Source: an optimization exercise on an open RTL-to-GDS flow (aim: small area and a short achievable clock period). Production flows keep margins and buffers that such runs may drop.
Function was checked by simulation only, so behaviour that the tests miss may differ from the original.

Design main, start of the top module:
module main (
    input wire clk,
    input wire rst,
    input wire [7:0] in,
    input wire [2:0] op,
    input wire apply,
    output wire [7:0] tail,
    output wire empty,
    output reg valid
);
    reg [7:0] q0, q1, q2, q3, q4;
    reg [2:0] c;     
    assign tail  = q0;
    assign empty = (c == 3'd0);
    reg [7:0] a, b;
    always @* begin
        case ({c[2], c[0]})
            2'd0: begin a = q1; b = q0; end
            2'd1: begin a = q2; b = q1; end
            2'd2: begin a = q3; b = q2; end
            default: begin a = q4; b = q3; end
        endcase
    end
    wire       mul = op[1] & op[0];
    wire       as  = ~op[0] & (op[1] ^ op[2]);
    wire       add = ~op[2];
    wire [7:0] quo, rem;
    divmul8 u_div (.n(b), .d(a), .mul(mul), .as(as), .add(add), .q(quo), .r(rem));
    reg [7:0] res;
    always @* begin
        case (op)
            3'd0:    res = in;
            3'd5:    res = quo;
            default: res = rem;
        endcase
    end
    wire full = c[2] & c[0];
    wire ge2  = c[2] | c[1];
    wire ge1  = c != 3'd0;
    wire bad = (op == 3'd7)
             | ((op == 3'd0) & full)
  ...
Size: about 530 cells after synthesis, roughly 44 flip-flops.
Settings: LEC_CHECK=0, ABC_AREA=1, CAP_MARGIN=0, CORE_MARGIN=2, CORE_UTILIZATION=60, SETUP_SLACK_MARGIN=4, SLEW_MARGIN=0, TNS_END_PERCENT=10; clock period 15.5 ns.
run.sh (not shown) runs the stock make flow with config.mk's settings and CLKGATE_MAP_FILE= SYNTH_SCRIPT=/design/flow/synth_recipe.tcl, a recipe that flattens the netlist after the stock synthesis.
Next try:
Settings changed: ABC_AREA 1 to not set, SETUP_SLACK_MARGIN 4 to 3.
Wire length came out higher by 4.4%.
Synthesized area came out higher by 2.7%.
Non-clock buffer count rose by 13.
Worst setup slack is worse by 1.2 ns.
Count of clock-buffer cells in the layout does not change.
Global-route usage decreases by 0.32 points.

* * *

main again, from the RTL that the note above started with.
clock: 15.5 ns
lec_check: 0
abc_area: 1
cap_margin: 0
core_margin: 2
core_utilization: 60
setup_slack_margin: 2.5
slew_margin: 0
tns_end_percent: 10
The starting point finished with timing, DRC and antenna clean.
==> next run, changes <==
- SETUP_SLACK_MARGIN: 2.5 -> 5
After rerunning:
- The changed run ran to the end with no violations
- clock skew stays flat
- fmax is higher by 7.9%
- cell count came out higher by 12%
- utilization grows by 17 points
- area after synthesis does not change
- count of clock-buffer cells in the layout grows by 1
- global-route usage came out higher by 6.8 points
- register-to-register slack gains 0.88 ns
- die area does not change

* * *

main again, from the RTL that the note above started with.
clock: 15.5 ns
lec_check: 0
abc_area: 1
cap_margin: 0
core_margin: 2
core_utilization: 60
gpl_timing_driven: 0
setup_slack_margin: 3
slew_margin: 0
tns_end_percent: 10
Then changed:
GPL_TIMING_DRIVEN = unset   (was 0)
SETUP_SLACK_MARGIN = 2   (was 3)
Effect: Global-route usage goes down by 1.0 points. Worst hold slack improved by 0.0036 ns. Fmax falls by a few percent. Design area shrinks by a few percent. Non-clock buffer count shrinks by 21. Area after synthesis does not change. Via count came out lower by a few percent. Routed wire length decreases by a few percent. Die area stays the same.

* * *

main, a different RTL version from the one above (not shown whole).
For scale: ~550 cells after synthesis, roughly 44 flip-flops, roughly 4800 sq um of cells after synthesis.
Settings: LEC_CHECK=0, ABC_AREA=1, CAP_MARGIN=0, CORE_MARGIN=2, CORE_UTILIZATION=50, SETUP_SLACK_MARGIN=5, SLEW_MARGIN=0, TNS_END_PERCENT=10; clock period 15.5 ns.
==> next run, changes <==
- CORE_UTILIZATION: 50 -> 60
The new run completed without violations.
Routed wire length goes down by 1.6%.
Clock-buffer cell count is unchanged.
Sequential share of layout area goes up by 1.2 points.
Setup slack degrades by 0.055 ns.
==> next run, changes <==
==> flow/flow/run.sh (new file) <==
#!/bin/bash
MARGIN=$(cat flow/margin.txt)
sed "s/SETUP_SLACK_MARGIN=[0-9.]*/SETUP_SLACK_MARGIN=$MARGIN/" standard.sh > standard_margin.sh
bash standard_margin.sh > standard.log 2>&1
==> flow/flow/margin.txt (new file) <==
6.5
==> flow/standard.sh (new file) <==
#!/bin/bash
# synth_recipe.tcl (not shown) runs the flow's synth.tcl, then flattens the netlist and writes it again
# the make line also repeats each setting of config.mk as NAME=value (left out here)
make -C /OpenROAD-flow-scripts/flow DESIGN_CONFIG=/design/flow/config.mk WORK_HOME=/design/flow/orfs CLKGATE_MAP_FILE= SYNTH_SCRIPT=/design/flow/synth_recipe.tcl "${@:-finish}"
removed: flow/run.sh
After rerunning: The new run ran to the end with no violations; final cell count stays the same; wire length decreases by a few percent; cell area went up slightly; sequential cell count is unchanged; area after synthesis stays the same; maximum frequency is higher by a few percent; count of clock-buffer cells in the layout stays the same; global-route usage went down by 0.96 points.
==> next run, changes <==
==> flow/run.sh (new file) <==
#!/bin/bash
# synth_recipe.tcl (not shown) runs the flow's synth.tcl, then flattens the netlist and writes it again
# the make line also repeats each setting of config.mk as NAME=value (left out here)
make -C /OpenROAD-flow-scripts/flow DESIGN_CONFIG=/design/flow/config.mk WORK_HOME=/design/flow/orfs CLKGATE_MAP_FILE= SYNTH_SCRIPT=/design/flow/synth_recipe.tcl finish
- SETUP_SLACK_MARGIN: 5 -> 4
removed: flow/flow/run.sh
removed: flow/flow/margin.txt
removed: flow/standard.sh
What happened: Global-route usage goes down by 1.3 points; register-to-register slack gets worse by 0.64 ns; worst hold slack got worse by 0.0071 ns; design area falls by about 1.4%; flip-flop and latch count is unchanged.

==> static timing again, ports no longer ideal <==
How much do the figures lean on ideal ports? The routed layouts below were timed once more, with nothing changed but the port constraints. Step 1 (the two cells are an assumption about what drives the block):
set clk [get_ports {clk}]
set_driving_cell -lib_cell sky130_fd_sc_hd__clkbuf_16 $clk
set_driving_cell -lib_cell sky130_fd_sc_hd__buf_2 [delete_from_list [all_inputs] $clk]
Step 2 moves the port delays by t, midway between the first and last clock arrival at a register: inputs arrive t later, outputs are due t later. That takes back most of the time a late clock gives input paths. Slacks: ideal / step 1 / step 2; pairs: ideal / step 1.
| run | t (ns) | setup slack, ns | hold WS [ns] | worst slew at a driven data input, ns |
|---|---|---|---|---|
| the first run of note 1 | 0.318 | 4.352 / 4.353 / 4.035 | 0.485 / 0.485 / 0.485 | 0.03 |
| the second run of note 1 | 0.319 | 3.155 / 3.155 / 3.155 | 0.454 / 0.454 / 0.454 | 0.04 |
| the first run of note 2 | 0.324 | 3.539 / 3.539 / 3.304 | 0.485 / 0.485 / 0.485 | 0.03 |
| the second run of note 2 | 0.318 | 4.418 / 4.418 / 4.239 | 0.475 / 0.475 / 0.475 | 0.04 |
| the first run of note 3 | 0.320 | 3.928 / 3.928 / 3.838 | 0.479 / 0.479 / 0.479 | 0.03 |
| the second run of note 3 | 0.323 | 3.135 / 3.135 / 3.135 | 0.482 / 0.482 / 0.482 | 0.03 |
| the first run of note 4 | 0.318 | 4.847 / 4.847 / 4.847 | 0.446 / 0.446 / 0.446 | 0.04 |
| the second run of note 4 | 0.326 | 4.792 / 4.792 / 4.792 | 0.446 / 0.446 / 0.446 | 0.04 |
| the third run of note 4 | 0.322 | 5.054 / 5.054 / 5.054 | 0.463 / 0.463 / 0.463 | 0.03 |
| the fourth run of note 4 | 0.325 | 4.414 / 4.414 / 4.414 | 0.456 / 0.456 / 0.456 | 0.03 |
After both steps setup and hold are still met in every run listed. The setup slack of the first run of note 1, which loses most, moves by +0.001 ns with the drivers and by -0.317 ns with both steps.
